What follows belongs to an exercise in optimizing a design on an open flow for a short achievable clock period and few clock cycles; a production flow would make more cautious choices. Only simulation tests tie the RTL to the original design; equivalence was not proved. No activity file was given, so power comes from the tool's default toggle rates.

--- design/flow/config.mk ---
export PLATFORM = sky130hd
export DESIGN_NAME = core
export DESIGN_NICKNAME = core
export VERILOG_FILES = /design/flow/design.v
export SDC_FILE = /design/flow/constraint.sdc
export NUM_CORES = 4
export LEC_CHECK = 0
export ABC_CLOCK_PERIOD_IN_PS = 2000
export CAP_MARGIN = 20
export CORE_MARGIN = 2
export CORE_UTILIZATION = 30
export SETUP_SLACK_MARGIN = 4
export SLEW_MARGIN = 20
--- design/flow/constraint.sdc ---
create_clock -name core_clock -period 6.8 [get_ports {i_clk}]
set_input_delay 1.3600 -clock core_clock [delete_from_list [all_inputs] [get_ports {i_clk}]]
set_output_delay 1.3600 -clock core_clock [all_outputs]
set_load 0.01 [all_outputs]
--- design/flow/design.v ---
module core #(                              
	parameter ADDR_W = 32,
	parameter INST_W = 32,
	parameter DATA_W = 32
)(
	input                   i_clk,
	input                   i_rst_n,
	output [ ADDR_W-1 : 0 ] o_i_addr,
	input  [ INST_W-1 : 0 ] i_i_inst,
	output                  o_d_wen,
	output [ ADDR_W-1 : 0 ] o_d_addr,
	output [ DATA_W-1 : 0 ] o_d_wdata,
	input  [ DATA_W-1 : 0 ] i_d_rdata,
	output [        1 : 0 ] o_status,
	output                  o_status_valid
);
localparam OP_LW   = 6'd1;
localparam OP_SW   = 6'd2;
localparam OP_ADD  = 6'd3;
localparam OP_SUB  = 6'd4;
localparam OP_ADDI = 6'd5;
localparam OP_OR   = 6'd6;
localparam OP_XOR  = 6'd7;
localparam OP_BEQ  = 6'd8;
localparam OP_BNE  = 6'd9;
localparam OP_EOF  = 6'd10;
reg [31:0] rf [0:31];
reg [31:0] pc;
reg        halted;        
reg        x_valid;
reg        x_lw, x_sw, x_add, x_sub, x_addi, x_or, x_xor, x_br, x_eof;
reg        x_chk;         
reg        x_we;
reg [4:0]  x_wa;
reg        x_fa, x_fb;    
reg [31:0] x_a, x_b;
reg [14:0] x_imm;
reg [31:0] x_alt;         
reg        w_we;
reg        w_lw;
reg [4:0]  w_wa;
reg [31:0] w_res;
reg        st_valid;
reg [1:0]  st_code;
reg        dm_wen;
reg [31:0] dm_addr;
reg [31:0] dm_wdata;
integer i;
assign o_i_addr       = pc;
assign o_status       = st_code;
assign o_status_valid = st_valid;
assign o_d_wen        = dm_wen;
assign o_d_addr       = dm_addr;
assign o_d_wdata      = dm_wdata;
wire [31:0] w_val = w_lw ? i_d_rdata : w_res;
wire [31:0] a = x_fa ? w_val : x_a;
wire [31:0] b = x_fb ? w_val : x_b;
wire [31:0] ximm = {17'd0, x_imm};
wire [31:0] s_add, s_sub, s_addi;
wire        c_add, c_sub, c_addi;
ks_add u_add  (.a(a), .b(b),    .ci(1'b0), .s(s_add),  .co(c_add));
ks_add u_sub  (.a(a), .b(~b),   .ci(1'b1), .s(s_sub),  .co(c_sub));
ks_add u_addi (.a(a), .b(ximm), .ci(1'b0), .s(s_addi), .co(c_addi));
wire eq       = (a == b);
wire mispred  = x_valid & x_chk & eq;
wire x_stop   = x_valid & x_eof;
wire [31:0] res = ({32{x_or}}   & (a | b))
                | ({32{x_xor}}  & (a ^ b))
                | ({32{x_addi}} & s_addi)
                | ({32{x_add}}  & s_add)
                | ({32{x_sub}}  & s_sub);
reg [1:0] code;
always @(*) begin
	if (x_eof)                     code = 2'd3;
	else if (x_add)                code = c_add  ? 2'd2 : 2'd0;
	else if (x_sub)                code = c_sub  ? 2'd0 : 2'd2;
	else if (x_addi)               code = c_addi ? 2'd2 : 2'd1;
	else if (x_lw | x_sw | x_br)   code = 2'd1;
	else                           code = 2'd0;
end
always @(posedge i_clk or negedge i_rst_n) begin
	if (!i_rst_n) begin
		halted   <= 1'b0;
		w_we     <= 1'b0;
		w_lw     <= 1'b0;
		w_wa     <= 5'd0;
		w_res    <= 32'd0;
		st_valid <= 1'b0;
		st_code  <= 2'd0;
		dm_wen   <= 1'b0;
		dm_addr  <= 32'd0;
		dm_wdata <= 32'd0;
	end else begin
		if (x_stop) halted <= 1'b1;
		st_valid <= x_valid;
		st_code  <= code;
		w_we     <= x_valid & x_we;
		w_lw     <= x_lw;
		w_wa     <= x_wa;
		w_res    <= res;
		dm_wen   <= x_valid & x_sw;
		dm_addr  <= s_addi;
		dm_wdata <= b;
	end
end
wire [5:0]  op  = i_i_inst[31:26];
wire [4:0]  rs  = i_i_inst[25:21];
wire [4:0]  rt  = i_i_inst[20:16];
wire [4:0]  rd  = i_i_inst[15:11];
wire [14:0] imm = i_i_inst[14:0];
wire is_lw   = (op == OP_LW);
wire is_sw   = (op == OP_SW);
wire is_add  = (op == OP_ADD);
wire is_sub  = (op == OP_SUB);
wire is_addi = (op == OP_ADDI);
wire is_or   = (op == OP_OR);
wire is_xor  = (op == OP_XOR);
wire is_beq  = (op == OP_BEQ);
wire is_bne  = (op == OP_BNE);
wire is_eof  = (op == OP_EOF);
wire same  = (rs == rt);
wire pred  = (is_beq & same) | (is_bne & ~same);    
wire [31:0] pc4 = pc + 32'd4;
wire [31:0] tgt;
ks_add u_tgt (.a(pc4), .b({17'd0, imm}), .ci(1'b0), .s(tgt), .co());
wire f_valid = ~halted & ~mispred & ~x_stop;
wire [31:0] a_rd = (w_we && w_wa == rs) ? w_val : rf[rs];
wire [31:0] b_rd = (w_we && w_wa == rt) ? w_val : rf[rt];
always @(posedge i_clk or negedge i_rst_n) begin
	if (!i_rst_n) begin
		pc      <= 32'd0;
		x_valid <= 1'b0;
		x_lw <= 1'b0; x_sw <= 1'b0; x_add <= 1'b0; x_sub <= 1'b0; x_addi <= 1'b0;
		x_or <= 1'b0; x_xor <= 1'b0; x_br <= 1'b0; x_eof <= 1'b0;
		x_chk   <= 1'b0;
		x_we    <= 1'b0;
		x_wa    <= 5'd0;
		x_fa    <= 1'b0;
		x_fb    <= 1'b0;
		x_a     <= 32'd0;
		x_b     <= 32'd0;
		x_imm   <= 15'd0;
		x_alt   <= 32'd0;
	end else begin
		x_valid <= f_valid;
		if (mispred)
			pc <= x_alt;
		else if (f_valid)
			pc <= pred ? tgt : pc4;
		x_lw    <= is_lw;
		x_sw    <= is_sw;
		x_add   <= is_add;
		x_sub   <= is_sub;
		x_addi  <= is_addi;
		x_or    <= is_or;
		x_xor   <= is_xor;
		x_br    <= is_beq | is_bne;
		x_eof   <= is_eof;
		x_chk   <= (is_beq | is_bne) & ~same & (|imm);
		x_we    <= is_lw | is_add | is_sub | is_addi | is_or | is_xor;
		x_wa    <= (is_lw | is_addi) ? rt : rd;
		x_fa    <= x_valid & x_we & (x_wa == rs);
		x_fb    <= x_valid & x_we & (x_wa == rt);
		x_a     <= a_rd;
		x_b     <= b_rd;
		x_imm   <= imm;
		x_alt   <= pred ? pc4 : tgt;
	end
end
always @(posedge i_clk or negedge i_rst_n) begin
	if (!i_rst_n) begin
		for (i = 0; i < 32; i = i + 1) rf[i] <= 32'd0;
	end else if (w_we) begin
		rf[w_wa] <= w_val;
	end
end
endmodule
module ks_add (
	input  [31:0] a,
	input  [31:0] b,
	input         ci,
	output [31:0] s,
	output        co
);
	reg [31:0] g, p, gn, pn;
	reg [31:0] p0;
	reg [32:0] c;
	integer k, d;
	always @(*) begin
		p0 = a ^ b;
		g  = a & b;
		p  = p0;
		g[0] = g[0] | (p[0] & ci);
		for (d = 1; d < 32; d = d * 2) begin
			gn = g; pn = p;
			for (k = d; k < 32; k = k + 1) begin
				gn[k] = g[k] | (p[k] & g[k-d]);
				pn[k] = p[k] & p[k-d];
			end
			g = gn; p = pn;
		end
		c[0] = ci;
		for (k = 1; k <= 32; k = k + 1) c[k] = g[k-1];
	end
	assign s  = p0 ^ c[31:0];
	assign co = c[32];
endmodule
--- design/flow/flow/run.sh ---
#!/bin/bash
# Standard layout (standard.sh), with the synthesis script replaced by
# flow/synth.tcl. All tool output goes to flow_make.log in the work folder
# (ORFS's per-step logs are under orfs/logs/).
set -euo pipefail
W=$(pwd)
bash "$W/standard.sh" SYNTH_SCRIPT="$W/flow/synth.tcl" finish > "$W/flow_make.log" 2>&1
--- design/flow/flow/fast.abc ---
strash
dch
map {D}
buffer
upsize {D}
dnsize {D}
--- design/flow/flow/synth.tcl ---
# The standard synthesis (synth_recipe.tcl), with two changes to the
# combinational mapping only: no full/half-adder cell extraction, and an ABC
# script that maps for delay (fast.abc). Registers are untouched.
set flowdir [file dirname [file normalize [info script]]]
unset -nocomplain ::env(ADDER_MAP_FILE)
proc abc {args} {
  global flowdir
  set i [lsearch -exact $args -script]
  lset args [expr {$i + 1}] $flowdir/fast.abc
  yosys abc {*}$args
}
source $flowdir/../synth_recipe.tcl
--- design/flow/standard.sh ---
#!/bin/bash
# synth_recipe.tcl (not shown) runs the flow's synth.tcl, then flattens the netlist and writes it again
# the make line also repeats each setting of config.mk as NAME=value (left out here)
make -C /OpenROAD-flow-scripts/flow DESIGN_CONFIG=/design/flow/config.mk WORK_HOME=/design/flow/orfs CLKGATE_MAP_FILE= SYNTH_SCRIPT=/design/flow/synth_recipe.tcl "${@:-finish}"
==> flow_summary.json, run 1 <==
{
  "status": "complete, no violations",
  "grt_max_degree": 177,
  "finalCritPeriodShare_pct": 49.2,
  "num-fill-cells": 22400,
  "tns_ns": 0,
  "antenna_found_initial": 39,
  "gp_congestion": 1.04,
  "drc": 0,
  "ys_top_cells_by_area": "dfrtp_1 46%, nand2_1 9.8%, o21ai_0 8.4%",
  "gr-usage-all-layers_pct": 35.8,
  "busiest_layer": "met2",
  "avgViaCountPerCell": 6.36,
  "synth_commonest_cells": "1849 x nand2_1, 1294 x dfrtp_1, 1185 x o21ai_0",
  "crit_start": "x_fb$_DFF_PN0_",
  "crit_fanout": 8,
  "clkSinkCount": 1294,
  "setup_viol": 0,
  "crit_family": "simple AND/OR/NAND/NOR gates",
  "cpMostUsedCell": "buf_12",
  "die-area_sq_um": 240000,
  "regToRegEndpoint": "pc[20]$_DFFE_PN0P_",
  "avgSynthCellArea_sq_um": 7.86,
  "peakVddDrop_v": 0.000306,
  "final-hold-violation-count": 0,
  "holdBufCountCts": 0,
  "antenna_left": 0,
  "drt_pass1_iterations": 15,
  "max-slew-margin-rel_pct": 12.4,
  "synth_edf_count": 0,
  "netlist_area_sq_um": 70900,
  "drv_slew": 0,
  "area_growth_pct": 47.4,
  "worstHoldEndpoint": "w_lw$_DFF_PN0_",
  "synth-seq-cells": 1294,
  "holdPathStages": 0,
  "r2r-start": "x_fb$_DFF_PN0_",
  "cp-start-kind": "register",
  "syn-num-nets": 9091,
  "critPathArrivalTime_ns": 4.11,
  "h-tree-depth": 4,
  "power.density_cell_area_nw_per_um2": 278,
  "layout.nets": 10200,
  "synth_cells": 9025,
  "worst_pin_slew_ns": 1.31,
  "globalRouteMet1Util_pct": 44.7,
  "worst_slack_ns": 3.45,
  "clk_path_buf_depth": 3,
  "die_height_um": 490,
  "use_met2_pct": 48.5,
  "row_count": 178,
  "root_buffer": "clkbuf_16",
  "worstPathCellList": "clkinvlp_4, buf_6, buf_12, nand2_4, nand4_1, nand2_4, nand4_4, nor4_4, buf_4, nand3_4, buf_8, nand2_8, buf_12, buf_12, a21oi_2, nand2_1, nand2_1",
  "hold_start": "x_lw$_DFF_PN0_",
  "grt_pass1_wl_um": 614000,
  "port_buffers": 165,
  "async_reset_ff_share_pct": 100,
  "reg2regPathDepth": 17,
  "synth.most_common_cell": "nand2_1",
  "fin_crit_ns": 3.35,
  "yosys_warnings": 3,
  "die_w_um": 490,
  "layout-drive-gt1-share_pct": 31.2,
  "cp_num_buf_inv": 7,
  "clkTransAtPathRegs_ns": 0.06,
  "clock_skew_ns": 0.0693,
  "fp.coreArea_sq_um": 235000,
  "globalRoute.totalOverflow": 0,
  "critPathMaxStageDelay_ns": 0.59,
  "pre_cts_ws_ns": 1.31,
  "place_hpwl_um": 269000,
  "rsz0062_at_grt": "true",
  "synth_top_area_share_pct": 45.7,
  "vias": 85500,
  "min_path_type": "register to register",
  "clkLatencyLatePin_ns": 0.89,
  "cp_slowest_cell": "dfrtp_4",
  "maxCapViolCount": 0,
  "ys_types": 71,
  "synth.largest_area_cell": "dfrtp_1",
  "fmaxAchievable_ghz": 0.299,
  "cts_tree": "yes",
  "crit_type": "register to register",
  "numCtsBuffers": 153,
  "synth_ff_type": "dfrtp_1",
  "yosysSeqAreaShare_pct": 45.7,
  "routed_wl_um": 461000,
  "initial_core_util_pct": 30.2,
  "leakage_nw": 45.1,
  "wl_per_cell_um": 34.3,
  "io_pins": 166,
  "drt_iter0_drc": 14800,
  "cp.required_ns": 7.56,
  "ff2ff_setup_slack_ns": 3.45,
  "first_global_vias": 78800,
  "met3_usage_pct": 16.1,
  "cp-end-kind": "register"
}
==> layer usage <==
| metal | share of wire, % | up-vias | wire length (um) |
|---|---|---|---|
| met3 | 16 | 2205 | 73000 |
| met4 | 9.6 | 46 | 44300 |
| met1 | 36 | 41500 | 165000 |
| met2 | 38 | 7401 | 177000 |
| met5 | 0.26 | - | 1210 |
| li1 | - | 34400 | - |
==> state kept, by name, summed over array words and instances (netlist names), 2 cells and up <==
| register | count |
|---|---|
| x_alt | 32 |
| x_wa | 5 |
| pc | 32 |
| x_b | 32 |
| rf | 1024 |
| st_code | 2 |
| dm_addr | 32 |
| dm_wdata | 32 |
| w_wa | 5 |
| w_res | 32 |
| x_imm | 15 |
| x_a | 32 |
==> per-stage QoR <==
step | hold slack (ns) | total power [W] | instance area (sq um) | utilization (%) | instances
6_report | 0.403 | 0.0291 | 105000 | 44.4 | 13400
2_1_floorplan | 0.354 | 0.0138 | 73800 | - | 9025
4_1_cts | 0.398 | 0.0276 | 97700 | 41.5 | 13000
5_1_grt | 0.417 | 0.0300 | 104000 | 44.4 | 13400
3_3_place_gp | 0.380 | 0.0167 | 78100 | 33.2 | 12000
3_5_place_dp | 0.382 | 0.0168 | 78100 | 33.2 | 12000
==> timing repair <==
item / in CTS / in global routing
resized for setup: 1970 / 725
buffers inserted: 758 / 355
pin swaps: 454 / 415
cloned: 50 / 16
setup endpoints to repair: 759 / 467
==> placed cells by master (no fill, tap or decap), types with 69 or more instances in the layout <==
cell and instances:
a21oi_2 82, a22oi_1 181, o21ai_0 1046, clkbuf_16 163, a21oi_1 320, nand2_1 1641
buf_4 870, inv_1 755, o22ai_1 332, a221oi_1 120, buf_12 210, nand3_1 215
nor2_1 319, nor2_4 109, nand4_1 348, nand3_2 114, nand3_4 103, o211ai_1 69
nand2_4 88, o21ai_1 99, nand2_2 131, buf_6 238, dfrtp_1 1257
==> cells by family (layout without fill, tap and decap cells) <==
| family | after synthesis | in the layout | share of synthesized area [%] |
|---|---|---|---|
| buffers and inverters | 1409 | 2643 | 7.71 |
| flip-flops | 1294 | 1294 | 45.7 |
| AO/OA/AOI/OAI | 2951 | 2952 | 25.6 |
| other | 0 | 22 | 0 |
| AND/OR/NAND/NOR | 3341 | 3351 | 20.6 |
| XOR/XNOR | 30 | 30 | 0.469 |
==> power breakdown <==
group / internal [W] / total [W] / switching, W / leakage, nW
logic: 0.00390 / 0.0104 / 0.00647 / 29.5
registers: 0.00900 / 0.0101 / 0.00109 / 13.2
clock network: 0.00480 / 0.00859 / 0.00379 / 2.49
total: 0.0177 / 0.0291 / 0.0113 / 45.1
==> cell type report <==
class | count | area [sq um] | share of cell area [%]
Tap cell | 3150 | 3940 | 3.77
Multi-Input combinational cell | 6333 | 42700 | 40.9
Antenna cell | 22 | 55.1 | 0.0527
Clock inverter | 50 | 722 | 0.691
Clock buffer | 217 | 4390 | 4.20
Timing Repair inverter | 11 | 143 | 0.136
Inverter | 828 | 3640 | 3.48
Timing Repair Buffer | 1537 | 16500 | 15.8
Sequential cell | 1294 | 32400 | 31.0
==> worst register-to-register path, stage by stage (launching register included) <==
cell and delay, ns:
dfrtp_4 0.59, clkinvlp_4 0.31, buf_6 0.22, buf_12 0.16, nand2_4 0.06, nand4_1 0.22, nand2_4 0.18, nand4_4 0.21
nor4_4 0.38, buf_4 0.18, nand3_4 0.10, buf_8 0.16, nand2_8 0.09, buf_12 0.11, buf_12 0.13, a21oi_2 0.05
nand2_1 0.08, nand2_1 0.06
==> worst max path at each step <==
stage	cells past startpoint	endpoint
floorplan	12	x_a[16]$_DFF_PN0_
global placement	15	pc[11]$_DFFE_PN0P_
detailed placement	15	pc[8]$_DFFE_PN0P_
CTS	17	pc[21]$_DFFE_PN0P_
global route	17	pc[17]$_DFFE_PN0P_
finish	17	pc[20]$_DFFE_PN0P_
Testbench counts, summed over its fixed seeds: cycles 20,832.
==> run 2: changes to the inputs <==
--- a/design/flow/design.v
+++ b/design/flow/design.v
@@ -29,10 +29,11 @@
 reg        halted;        
 reg        x_valid;
 reg        x_lw, x_sw, x_add, x_sub, x_addi, x_or, x_xor, x_br, x_eof;
-reg        x_chk;         
 reg        x_we;
 reg [4:0]  x_wa;
-reg        x_fa, x_fb;    
+reg        x_ald, x_ares, x_areg;    
+reg        x_bld, x_bres, x_breg;    
+reg        e_ldb, e_resb, e_lda, e_resa, e_reg;   
 reg [31:0] x_a, x_b;
 reg [14:0] x_imm;
 reg [31:0] x_alt;         
@@ -53,16 +54,20 @@
 assign o_d_addr       = dm_addr;
 assign o_d_wdata      = dm_wdata;
 wire [31:0] w_val = w_lw ? i_d_rdata : w_res;
-wire [31:0] a = x_fa ? w_val : x_a;
-wire [31:0] b = x_fb ? w_val : x_b;
+wire [31:0] a = ({32{x_ald}} & i_d_rdata) | ({32{x_ares}} & w_res) | ({32{x_areg}} & x_a);
+wire [31:0] b = ({32{x_bld}} & i_d_rdata) | ({32{x_bres}} & w_res) | ({32{x_breg}} & x_b);
 wire [31:0] ximm = {17'd0, x_imm};
 wire [31:0] s_add, s_sub, s_addi;
 wire        c_add, c_sub, c_addi;
 ks_add u_add  (.a(a), .b(b),    .ci(1'b0), .s(s_add),  .co(c_add));
 ks_add u_sub  (.a(a), .b(~b),   .ci(1'b1), .s(s_sub),  .co(c_sub));
 ks_add u_addi (.a(a), .b(ximm), .ci(1'b0), .s(s_addi), .co(c_addi));
-wire eq       = (a == b);
-wire mispred  = x_valid & x_chk & eq;
+wire eq_chk   = (e_ldb  & (i_d_rdata == x_b))
+              | (e_resb & (w_res     == x_b))
+              | (e_lda  & (x_a == i_d_rdata))
+              | (e_resa & (x_a == w_res))
+              | (e_reg  & (x_a == x_b));
+wire mispred  = x_valid & eq_chk;
 wire x_stop   = x_valid & x_eof;
 wire [31:0] res = ({32{x_or}}   & (a | b))
                 | ({32{x_xor}}  & (a ^ b))
@@ -124,6 +129,9 @@
 wire [31:0] tgt;
 ks_add u_tgt (.a(pc4), .b({17'd0, imm}), .ci(1'b0), .s(tgt), .co());
 wire f_valid = ~halted & ~mispred & ~x_stop;
+wire chk   = (is_beq | is_bne) & ~same & (|imm);
+wire fwd_a = x_valid & x_we & (x_wa == rs);
+wire fwd_b = x_valid & x_we & (x_wa == rt);
 wire [31:0] a_rd = (w_we && w_wa == rs) ? w_val : rf[rs];
 wire [31:0] b_rd = (w_we && w_wa == rt) ? w_val : rf[rt];
 always @(posedge i_clk or negedge i_rst_n) begin
@@ -132,11 +140,11 @@
 		x_valid <= 1'b0;
 		x_lw <= 1'b0; x_sw <= 1'b0; x_add <= 1'b0; x_sub <= 1'b0; x_addi <= 1'b0;
 		x_or <= 1'b0; x_xor <= 1'b0; x_br <= 1'b0; x_eof <= 1'b0;
-		x_chk   <= 1'b0;
 		x_we    <= 1'b0;
 		x_wa    <= 5'd0;
-		x_fa    <= 1'b0;
-		x_fb    <= 1'b0;
+		x_ald   <= 1'b0; x_ares <= 1'b0; x_areg <= 1'b0;
+		x_bld   <= 1'b0; x_bres <= 1'b0; x_breg <= 1'b0;
+		e_ldb   <= 1'b0; e_resb <= 1'b0; e_lda <= 1'b0; e_resa <= 1'b0; e_reg <= 1'b0;
 		x_a     <= 32'd0;
 		x_b     <= 32'd0;
 		x_imm   <= 15'd0;
@@ -156,11 +164,19 @@
 		x_xor   <= is_xor;
 		x_br    <= is_beq | is_bne;
 		x_eof   <= is_eof;
-		x_chk   <= (is_beq | is_bne) & ~same & (|imm);
 		x_we    <= is_lw | is_add | is_sub | is_addi | is_or | is_xor;
 		x_wa    <= (is_lw | is_addi) ? rt : rd;
-		x_fa    <= x_valid & x_we & (x_wa == rs);
-		x_fb    <= x_valid & x_we & (x_wa == rt);
+		x_ald   <=  fwd_a &  x_lw;
+		x_ares  <=  fwd_a & ~x_lw;
+		x_areg  <= ~fwd_a;
+		x_bld   <=  fwd_b &  x_lw;
+		x_bres  <=  fwd_b & ~x_lw;
+		x_breg  <= ~fwd_b;
+		e_ldb   <= chk &  fwd_a & ~fwd_b &  x_lw;
+		e_resb  <= chk &  fwd_a & ~fwd_b & ~x_lw;
+		e_lda   <= chk & ~fwd_a &  fwd_b &  x_lw;
+		e_resa  <= chk & ~fwd_a &  fwd_b & ~x_lw;
+		e_reg   <= chk & ~fwd_a & ~fwd_b;
 		x_a     <= a_rd;
 		x_b     <= b_rd;
 		x_imm   <= imm;
==> design/flow/flow/run.sh (replaced) <==
#!/bin/bash
# Standard layout (standard.sh) with two changes to how it is made:
#  - synthesis script flow/synth.tcl (the standard flow's synthesis; combinational logic
#    mapped for delay, no adder-cell extraction; registers untouched),
#  - port buffers are buf_8 rather than the smallest buffer.
# All tool output goes to flow_make.log in the work folder (ORFS's per-step
# logs are under orfs/logs/).
set -euo pipefail
W=$(pwd)
bash "$W/standard.sh" SYNTH_SCRIPT="$W/flow/synth.tcl" \
  "BUFFER_PORTS_ARGS=-buffer_cell sky130_fd_sc_hd__buf_8" \
  finish > "$W/flow_make.log" 2>&1
--- a/design/flow/config.mk
+++ b/design/flow/config.mk
@@ -8,6 +8,6 @@
 export ABC_CLOCK_PERIOD_IN_PS = 2000
 export CAP_MARGIN = 20
 export CORE_MARGIN = 2
-export CORE_UTILIZATION = 30
+export CORE_UTILIZATION = 40
 export SETUP_SLACK_MARGIN = 4
 export SLEW_MARGIN = 20
==> run 2 against run 1 <==
  * Non-clock buffer count decreased by 562
  * Die area is 25% lower
  * Fmax grew 6.2%
  * Critical path depth decreased by 4
  * Worst hold slack worse by 0.027 ns
  * Critical path type is now primary input to register
==> flow_summary.json, run 2 <==
{
  "power.density_cell_area_nw_per_um2": 299,
  "ys_top_cells_by_area": "dfrtp_1 46%, nand2_1 11%, o21ai_0 9.5%",
  "synthXorXnorAreaFrac_pct": 1.42,
  "max-slew-margin-rel_pct": 18.4,
  "root_buffer": "clkbuf_16",
  "layout.nets": 9437,
  "cp.required_ns": 7.50,
  "tns_ns": 0,
  "avgViaCountPerCell": 6.88,
  "regArea_sq_um": 32700,
  "netlist_area_sq_um": 70700,
  "crit_fanout": 8,
  "cpMostUsedCell": "buf_12",
  "leakage_nw": 41.7,
  "min_path_type": "register to register",
  "crit_type": "primary input to register",
  "critPathMaxStageDelay_ns": 0.69,
  "num-fill-cells": 15900,
  "yosysSeqAreaShare_pct": 46.1,
  "cp-end-kind": "register",
  "die_w_um": 424,
  "syn-num-nets": 8846,
  "synth_top_family_by_area": "compound AO/OA/AOI/OAI gates",
  "die-area_sq_um": 180000,
  "h-tree-depth": 4,
  "synth_adder_area_share_pct": 0,
  "clkTransAtPathRegs_ns": 0.06,
  "final_util_pct": 54.6,
  "reg2regPathDepth": 12,
  "finalCritPeriodShare_pct": 46.4,
  "worstPathCellList": "buf_8, clkinvlp_4, buf_12, nor2_4, nand3_4, inv_16, buf_12, a221oi_2, nand3_2, nor4_4, nand4_1, o211ai_1, o21ai_1",
  "maxCapViolCount": 0,
  "largest_register": "rf",
  "clk_path_buf_depth": 3,
  "grt_pass1_wl_um": 577000,
  "final_cell_mix": "1810 x nand2_1, 1197 x dfrtp_1, 1196 x o21ai_0",
  "final_common_cell": "nand2_1",
  "clkSinkCount": 1302,
  "clkLatencyLatePin_ns": 0.87,
  "drt_iter0_drc": 14900,
  "synth_cells": 8780,
  "largest_register_ffs": 1024,
  "synth-compound-area-share_pct": 25.6,
  "worstHoldEndpoint": "w_wa[0]$_DFF_PN0_",
  "cp_slowest_cell": "nor4_4",
  "ff2ff_setup_slack_ns": 3.81,
  "vias": 81500,
  "antenna_found_initial": 27,
  "muxShareOfSynthArea_pct": 0.0425,
  "io_pins": 166,
  "status": "complete, no violations",
  "layout-drive-gt1-share_pct": 27.0,
  "synth_simple_gate_area_share_pct": 21.2,
  "place_hpwl_um": 266000,
  "ys_types": 83,
  "numCtsBuffers": 151,
  "synth_edf_count": 0,
  "synth.most_common_cell": "nand2_1",
  "rsz0062_at_grt": "true",
  "multi_input_area_sq_um": 41700,
  "avgSynthCellArea_sq_um": 8.05,
  "async_reset_ff_share_pct": 100,
  "grt_max_degree": 175,
  "final-hold-violation-count": 0,
  "gr-usage-all-layers_pct": 45.3,
  "peakVddDrop_v": 0.000219,
  "cts_tree": "yes",
  "globalRoute.totalOverflow": 0,
  "fmaxAchievable_ghz": 0.317,
  "p_total_w": 0.0287,
  "cp-start-kind": "primary input",
  "gp_congestion": 1.10,
  "synth_ff_type": "dfrtp_1",
  "drv_slew": 0,
  "port_buffers": 165,
  "synth_commonest_cells": "2008 x nand2_1, 1340 x o21ai_0, 1302 x dfrtp_1",
  "critPathArrivalTime_ns": 3.85,
  "setup_viol": 0,
  "synth.largest_area_cell": "dfrtp_1",
  "fin_crit_ns": 3.15,
  "row_count": 154,
  "area_growth_pct": 35.7,
  "fp.coreArea_sq_um": 176000,
  "yosys_warnings": 3,
  "first_global_vias": 73000,
  "wl_per_cell_um": 36.8,
  "antenna_left": 0,
  "clock_skew_ns": 0.0621,
  "drc": 0,
  "crit_start": "i_i_inst[17]",
  "die_height_um": 424,
  "synth-seq-cells": 1302,
  "initial_core_util_pct": 40.2,
  "hold_start": "x_wa[0]$_DFF_PN0_",
  "holdPathStages": 0,
  "drt_pass1_iterations": 12,
  "synth_top_area_share_pct": 46.1,
  "r2r-start": "x_a[19]$_DFF_PN0_",
  "worst_pin_slew_ns": 1.22,
  "routed_wl_um": 436000,
  "regToRegEndpoint": "st_code[1]$_DFF_PN0_"
}
[run 2: cell types whose count changed after synthesis, moves of 58 or more]
cell     previous run  this run
a22oi_1           221       623
o21ai_0          1185      1340
a21oi_1           428       279
xnor2_1             8        66
nand2_1          1849      2008
o22ai_1           381       111
inv_1             818       450
[run 2: cells by family after synthesis]
family          Yosys count
flops                  1302
mux                       3
simple gates           3421
compound gates         2919
buf+inv                1035
xor+xnor                100
[run 2: worst max-delay path, delay by kind of cell]
| kind | cells | cell delay [ns] |
|---|---|---|
| compound gates | 3 | 0.52 |
| buf+inv | 5 | 0.59 |
| simple gates | 5 | 1.35 |
[run 2: stage by stage]
stage | hold slack (ns) | area (sq um) | setup WS [ns] | instances
after floorplan | 0.354 | 72900 | 3.84 | 8780
after global placement | 0.364 | 77400 | 1.68 | 10900
after detailed placement | 0.360 | 77400 | 1.66 | 10900
after CTS | 0.374 | 88400 | 3.87 | 11500
after global routing | 0.391 | 95900 | 3.70 | 11800
final | 0.375 | 96000 | 3.65 | 11800
[run 2: worst max-delay path by stage]
stage / slack (ns) / cells past startpoint / endpoint
final: 3.65 / 13 / x_b[4]$_DFF_PN0_
after global routing: 3.70 / 14 / x_b[2]$_DFF_PN0_
after CTS: 3.87 / 13 / x_a[2]$_DFF_PN0_
after detailed placement: 1.66 / 14 / x_a[2]$_DFF_PN0_
after global placement: 1.68 / 14 / x_a[2]$_DFF_PN0_
after floorplan: 3.84 / 12 / x_b[14]$_DFF_PN0_
[run 2: what timing repair did]
item | 4_1_cts | 5_1_grt
setup buffers | 303 | 320
setup endpoints to repair | 237 | 429
gates cloned | 17 | 25
hold buffers | 0 | 0
resized for setup | 691 | 917
pin swaps | 137 | 363
[run 2: final cells by class]
type                            count  area share [%]
Multi-Input combinational cell   6453            43.5
Sequential cell                  1302            34.1
Timing Repair Buffer              975            11.3
Clock buffer                      206            4.44
Tap cell                         2340            3.05
Inverter                          470            2.48
Clock inverter                     59           0.836
Timing Repair inverter             18           0.286
Antenna cell                       20          0.0521
[run 2: power by group]
group	internal (W)	leakage (nW)	switching [W]
logic	0.00350	26.0	0.00592
clock network	0.00490	2.48	0.00368
registers	0.00909	13.2	0.00164
[run 2: metal layers]
layer / vias to the layer above / global-route usage, % / routed length, um
li1: 32700 / - / -
met1: 39500 / 59.7 / 161000
met2: 7367 / 61.0 / 169000
met3: 1988 / 18.0 / 68300
met4: 34 / 29.0 / 37600
met5: - / 0.529 / 807
Testbench counts of run 2, summed over its fixed seeds: cycles 20,832.

port drivers added, routing unchanged:
Ports are ideal in the flow. The routed layouts listed here were re-timed in OpenROAD. Step 1 assumes that a clkbuf_16 drives the clock port and a buf_2 every other input. Step 2 also shifts input and output timing later by t, the mid clock arrival at the registers, as if the neighbouring blocks saw the same clock. Three values: ideal, step 1, step 2; two values: the first two.
run	t, ns	slack for setup (ns)	clock arrival spread, ns	pins driven straight from the clock port
run 1	0.939	3.451 / 3.451 / 2.667	0.073 / 0.073	1
run 2	0.939	3.646 / 3.635 / 2.696	0.062 / 0.062	1
After both steps setup and hold are still met in every run listed. The setup slack of run 2, which loses most, moves by -0.011 ns with the drivers and by -0.950 ns with both steps.
